This is an optimization exercise on Yosys and OpenROAD, whose aim is small area, a short achievable clock period and few clock cycles per item, not a production implementation.
Function was checked by simulation only, so behaviour that the tests miss may differ from the original.
Power figures rest on the tool's default switching activity, not on a simulated workload.

v21:
==> flow/design.v (excerpt) <==
module timing_example #(
    parameter int INPUT_WIDTH   = 32,
    parameter int OUTPUT_WIDTH  = 8,
    parameter int COUNTER_WIDTH = 64,
    parameter int NUM_PIPELINES = 16
) (
    input  logic                                  clk,
    input  logic                                  rst,
    input  logic [               INPUT_WIDTH-1:0] data_in,
    input  logic                                  data_in_valid,
    input  logic [NUM_PIPELINES*OUTPUT_WIDTH-1:0] pipe_in,
    output logic                                  ready,
    output logic [              OUTPUT_WIDTH-1:0] data_out,
    output logic                                  data_out_valid,
    output logic [             COUNTER_WIDTH-1:0] count
);
  assign ready = 1'b1;
  logic [3:0] v_r;
  always_ff @(posedge clk or posedge rst) begin
    if (rst) v_r <= '0;
    else v_r <= {v_r[2:0], data_in_valid};
  end
  assign data_out_valid = v_r[3];
  logic [12:0] seg_all1, seg_cin;
  logic [63:0] count_nxt;
  cnt_seg #(.W(5)) u_cnt0 (.q(count[4:0]), .cin(seg_cin[0]), .d(count_nxt[4:0]), .all1(seg_all1[0]));
  cnt_seg #(.W(5)) u_cnt1 (.q(count[9:5]), .cin(seg_cin[1]), .d(count_nxt[9:5]), .all1(seg_all1[1]));
  cnt_seg #(.W(5)) u_cnt2 (.q(count[14:10]), .cin(seg_cin[2]), .d(count_nxt[14:10]), .all1(seg_all1[2]));
  cnt_seg #(.W(5)) u_cnt3 (.q(count[19:15]), .cin(seg_cin[3]), .d(count_nxt[19:15]), .all1(seg_all1[3]));
  cnt_seg #(.W(5)) u_cnt4 (.q(count[24:20]), .cin(seg_cin[4]), .d(count_nxt[24:20]), .all1(seg_all1[4]));
  cnt_seg #(.W(5)) u_cnt5 (.q(count[29:25]), .cin(seg_cin[5]), .d(count_nxt[29:25]), .all1(seg_all1[5]));
  cnt_seg #(.W(5)) u_cnt6 (.q(count[34:30]), .cin(seg_cin[6]), .d(count_nxt[34:30]), .all1(seg_all1[6]));
  cnt_seg #(.W(5)) u_cnt7 (.q(count[39:35]), .cin(seg_cin[7]), .d(count_nxt[39:35]), .all1(seg_all1[7]));
  cnt_seg #(.W(5)) u_cnt8 (.q(count[44:40]), .cin(seg_cin[8]), .d(count_nxt[44:40]), .all1(seg_all1[8]));
  cnt_seg #(.W(5)) u_cnt9 (.q(count[49:45]), .cin(seg_cin[9]), .d(count_nxt[49:45]), .all1(seg_all1[9]));
  cnt_seg #(.W(5)) u_cnt10 (.q(count[54:50]), .cin(seg_cin[10]), .d(count_nxt[54:50]), .all1(seg_all1[10]));
  cnt_seg #(.W(5)) u_cnt11 (.q(count[59:55]), .cin(seg_cin[11]), .d(count_nxt[59:55]), .all1(seg_all1[11]));
  cnt_seg #(.W(4)) u_cnt12 (.q(count[63:60]), .cin(seg_cin[12]), .d(count_nxt[63:60]), .all1(seg_all1[12]));
  logic pf_1_1;
  ...
Size: ~530 cells after synthesis, roughly 8000 µm² of cells after synthesis.
==> flow/config.mk <==
export PLATFORM = sky130hd
export DESIGN_NAME = timing_example
export DESIGN_NICKNAME = timing_example
export VERILOG_FILES = /design/flow/design.v
export SDC_FILE = /design/flow/constraint.sdc
export NUM_CORES = 4
export LEC_CHECK = 0
export CAP_MARGIN = 20
export CORE_MARGIN = 2
export CORE_UTILIZATION = 40
export SLEW_MARGIN = 20
export SYNTH_HIERARCHICAL = 1
export SYNTH_MINIMUM_KEEP_SIZE = 0
==> flow/constraint.sdc <==
create_clock -name core_clock -period 8.0 [get_ports {clk}]
set_input_delay 1.6000 -clock core_clock [delete_from_list [all_inputs] [get_ports {clk}]]
set_output_delay 1.6000 -clock core_clock [all_outputs]
set_load 0.01 [all_outputs]
standard.sh (not shown) runs the stock make flow with config.mk's settings and CLKGATE_MAP_FILE= SYNTH_SCRIPT=/design/flow/synth_recipe.tcl, a recipe that flattens the netlist after the stock synthesis.
==> flow/flow/run.sh <==
#!/bin/bash
# Standard synthesis, then the standard layout with these changes: input ports
# are buffered with buf_1 and output ports with a buf_2, and clock tree
# synthesis adds no dummy loads.
set -euo pipefail
bash standard.sh synth > synth.log 2>&1
export BUFFER_PORTS_ARGS="-buffer_cell sky130_fd_sc_hd__buf_1"
export OUT_BUF=buf_2
export PRE_RESIZE_TCL=$PWD/flow/outbuf.tcl
export CTS_ARGS="-sink_clustering_enable -repair_clock_nets -dont_use_dummy_load -buf_list {sky130_fd_sc_hd__clkbuf_4 sky130_fd_sc_hd__clkbuf_8}"
bash standard.sh > layout.log 2>&1
==> flow/flow/outbuf.tcl <==
# Give the buffers that buffer_ports put on the output ports (named outputN)
# a stronger cell than the buf_1 used for the input ports.
set n 0
foreach inst [get_cells output*] {
  if {[get_property [get_lib_cells -of_objects $inst] name] eq "sky130_fd_sc_hd__buf_1"} {
    replace_cell $inst sky130_fd_sc_hd__$::env(OUT_BUF)
    incr n
  }
}
puts "outbuf.tcl: $n output buffers set to $::env(OUT_BUF)"
Testbench counts of v21, summed over its fixed seeds: cycles 1,632, items 1,600.
The inputs of v28 differ from those of v21 as listed below.
==> flow/flow/run.sh <==
#!/bin/bash
# Standard synthesis, then the standard layout with these changes: input ports
# are buffered with buf_1 and output ports with a buf_4, and clock tree
# synthesis adds no dummy loads.
set -euo pipefail
bash standard.sh synth > synth.log 2>&1
export BUFFER_PORTS_ARGS="-buffer_cell sky130_fd_sc_hd__buf_1"
export OUT_BUF=buf_4
export PRE_RESIZE_TCL=$PWD/flow/outbuf.tcl
export CTS_ARGS="-sink_clustering_enable -repair_clock_nets -dont_use_dummy_load -buf_list {sky130_fd_sc_hd__clkbuf_4 sky130_fd_sc_hd__clkbuf_8}"
bash standard.sh > layout.log 2>&1
==> flow/flow/outbuf.tcl <==
# Give the buffers that drive output ports a stronger cell than the buf_1
# used for the input ports.
set n 0
foreach port [get_ports -filter "direction == output"] {
  foreach pin [get_pins -of_objects [get_nets -of_objects $port] -filter "direction == output"] {
    set inst [get_cells -of_objects $pin]
    if {[get_property [get_lib_cells -of_objects $inst] name] eq "sky130_fd_sc_hd__buf_1"} {
      replace_cell $inst sky130_fd_sc_hd__$::env(OUT_BUF)
      incr n
    }
  }
}
puts "outbuf.tcl: $n output buffers set to $::env(OUT_BUF)"
### Flow results
v21 was carried through to the last stage, and its layout satisfied the timing, DRC and antenna checks.
The log for v28 ends in 3_4_place_resized with error STA-0100, so the run never completed.
v28 and v21 ended up with nearly the same starting utilization of the core area.
Re net count after synthesis: no difference whatsoever between v21 and v28.
Looking at v28 and v21, the total number of placement rows is a wash.
Going from v21 to v28, average cell area after synthesis stayed essentially flat, quantity of I/O buffers inserted on ports stayed essentially flat.
v21 -> v28: routability congestion estimate from global placement delta 0, exact match
From v28 to v21, mapped cell area did not move at all.
Synthesized cell count came out exactly the same in v28 and v21.
Reported for v28 and v21, x dimension of the die turned out identical to the last digit.
Edits applied to the flow inputs when going from v28 to v55:
==> flow/flow/run.sh <==
#!/bin/bash
# Standard synthesis, then the standard layout with two changes: ports are
# buffered with buf_1, and clock tree synthesis adds no dummy loads.
set -euo pipefail
bash standard.sh synth > synth.log 2>&1
export BUFFER_PORTS_ARGS="-buffer_cell sky130_fd_sc_hd__buf_1"
export CTS_ARGS="-sink_clustering_enable -repair_clock_nets -dont_use_dummy_load -sink_clustering_size 40 -sink_clustering_max_diameter 300 -sink_clustering_levels 1 -buf_list {sky130_fd_sc_hd__clkbuf_4 sky130_fd_sc_hd__clkbuf_8}"
bash standard.sh > layout.log 2>&1
removed: flow/flow/outbuf.tcl
[summary]
The flow did not stop early for v55: all stages ran, and the layout cleared the timing, DRC and antenna checks.
As the logs show, v28 stopped at 3_4_place_resized after a tool error, so it never reached the end of the flow.
Status: synthesized netlist net count parity (v28, v55)
Site row count came out exactly the same in v28 and v55.
Number of top-level design ports: v28 vs v55 identical
v28 → v55: die outline height flat, synthesized area per cell flat, starting density of the core flat.
Number of port buffers came out exactly the same in v28 and v55.
Re die extent in x: no difference whatsoever between v28 and v55.
Re synthesized area: no difference whatsoever between v28 and v55.
Diff v55..v28 | global placement routability congestion | unchanged
Number of cells produced by synthesis delta (v55 -> v28): insignificant
Input-level comparison between v43 and v55:
==> flow/flow/run.sh <==
#!/bin/bash
# Standard synthesis, then the standard layout with these changes: input ports
# are buffered with buf_1 and output ports with a buf_2, and clock tree
# synthesis adds no dummy loads.
set -euo pipefail
bash standard.sh synth > synth.log 2>&1
export BUFFER_PORTS_ARGS="-buffer_cell sky130_fd_sc_hd__buf_1"
export OUT_BUF=buf_2
export PRE_RESIZE_TCL=$PWD/flow/outbuf.tcl
export CTS_ARGS="-sink_clustering_enable -repair_clock_nets -dont_use_dummy_load -buf_list {sky130_fd_sc_hd__clkbuf_4 sky130_fd_sc_hd__clkbuf_8}"
bash standard.sh > layout.log 2>&1
==> flow/flow/outbuf.tcl (new file) <==
# Give the buffers that drive output ports a stronger cell than the buf_1
# used for the input ports.
set n 0
foreach port [get_ports -filter "direction == output"] {
  foreach pin [get_pins -of_objects [get_nets -of_objects $port] -filter "direction == output"] {
    set inst [get_cells -of_objects $pin]
    if {[get_property [get_lib_cells -of_objects $inst] name] eq "sky130_fd_sc_hd__buf_1"} {
      replace_cell $inst sky130_fd_sc_hd__$::env(OUT_BUF)
      incr n
    }
  }
}
puts "outbuf.tcl: $n output buffers set to $::env(OUT_BUF)"
--- outcome ---
v43: aborted in 3_4_place_resized (tool error). Delta (v43 minus v55): total of buffers placed on input and output ports essentially unchanged; post-synth net total essentially unchanged; I/O pin total essentially unchanged; die width essentially unchanged. Changes observed in v43 relative to v55: combined area of all synthesized cells neither gained nor lost much; initial core utilization now sits at about the same level. Between v43 and v55, the difference in cell count after synthesis is negligible.
### v43 -> v13
==> flow/flow/run.sh <==
#!/bin/bash
# Standard synthesis, then the standard layout with these changes: ports are
# buffered with buf_1, clock tree synthesis adds no dummy loads, and the timing
# repair after global routing aims at a tighter setup margin than the 8 ns clock
# asks for, fixing only the worst paths by resizing and pin swaps.
set -euo pipefail
bash standard.sh synth > synth.log 2>&1
export BUFFER_PORTS_ARGS="-buffer_cell sky130_fd_sc_hd__buf_1"
export CTS_ARGS="-sink_clustering_enable -repair_clock_nets -dont_use_dummy_load -buf_list {sky130_fd_sc_hd__clkbuf_4 sky130_fd_sc_hd__clkbuf_8}"
bash standard.sh cts > layout_to_cts.log 2>&1
export SETUP_SLACK_MARGIN=5.53
export TNS_END_PERCENT=100
export SETUP_MOVE_SEQUENCE="sizeup,swap"
bash standard.sh > layout.log 2>&1
removed: flow/flow/outbuf.tcl
Findings:
Having completed the whole flow, v13 delivered a layout that passed the timing, DRC and antenna checks.
Re initial core utilization: no difference whatsoever between v13 and v43.
| number of buffers added on ports | v43 vs v13 | ≈ equal |
On die height, v43 tracks v13 almost exactly.
Comparing v13 against v43, there is no change at all in horizontal die dimension.
Any difference in synthesized cell count between v43 and v13 is small enough to ignore.
Reported for v13 and v43, number of rows in the core area turned out identical to the last digit.
Mapped cell area came out exactly the same in v13 and v43.
Comparing v43 against v13, there is no change at all in synthesized netlist net count.
Taking v43 as the reference, in v13 routability congestion estimate from global placement essentially unchanged; number of ports placed on the die boundary essentially unchanged.
From v43 to v13, post-synthesis average cell area did not move at all.
The following lists how v51 was set up differently from v13:
# v13
export LEC_CHECK = 0
export CAP_MARGIN = 20
export CORE_MARGIN = 2
export CORE_UTILIZATION = 40
export SLEW_MARGIN = 20
export SYNTH_HIERARCHICAL = 1
export SYNTH_MINIMUM_KEEP_SIZE = 0
create_clock -name core_clock -period 8.0 [get_ports {clk}]
# v51
export LEC_CHECK = 0
export CAP_MARGIN = 20
export CORE_MARGIN = 2
export CORE_UTILIZATION = 60
export SLEW_MARGIN = 20
export SYNTH_HIERARCHICAL = 1
export SYNTH_MINIMUM_KEEP_SIZE = 0
create_clock -name core_clock -period 8.0 [get_ports {clk}]
==> flow/flow/run.sh <==
#!/bin/bash
# Standard synthesis, then the standard layout with two changes: ports are
# buffered with buf_1, and clock tree synthesis adds no dummy loads.
set -euo pipefail
bash standard.sh synth > synth.log 2>&1
export BUFFER_PORTS_ARGS="-buffer_cell sky130_fd_sc_hd__buf_1"
export CTS_ARGS="-sink_clustering_enable -repair_clock_nets -dont_use_dummy_load -buf_list {sky130_fd_sc_hd__clkbuf_4 sky130_fd_sc_hd__clkbuf_8}"
bash standard.sh > layout.log 2>&1
Findings:
Summary of v51 over v13: switching power -1.5%, area of all placed cells without fillers lost about 3%, post-place instance area down about 1.2%, fraction of met3 tracks used by global routing climbed 1.6 points.

[port drivers added, routing unchanged]
In the flow no input, the clock included, has a driving cell. The finished layouts below were timed again as built, in two steps.
Step 1: set_driving_cell puts a clkbuf_16 on clk and a buf_2 on each other input, an assumption about the parent block.
Step 2 adds t to the input delays and takes it off the output delays; t is the mean of the earliest and latest rising clock arrival at the registers after step 1. Input paths then give back, and output paths get back, about the clock's delay inside the block.
Slacks: ideal ports / drivers / drivers and shift; pairs: ideal ports / drivers.
run	t (ns)	setup WS [ns]	hold WS [ns]
v21	0.470	5.376 / 5.334 / 5.115	0.337 / 0.337 / 0.337
v55	0.471	5.364 / 5.324 / 5.104	0.337 / 0.337 / 0.337
v13	0.468	5.379 / 5.339 / 5.108	0.337 / 0.337 / 0.337
v51	0.469	5.357 / 5.321 / 5.115	0.328 / 0.328 / 0.328
After both steps every run listed still meets setup and hold. For v13, which loses most, drivers alone change the setup slack by -0.040 ns; drivers and shift together by -0.271 ns.
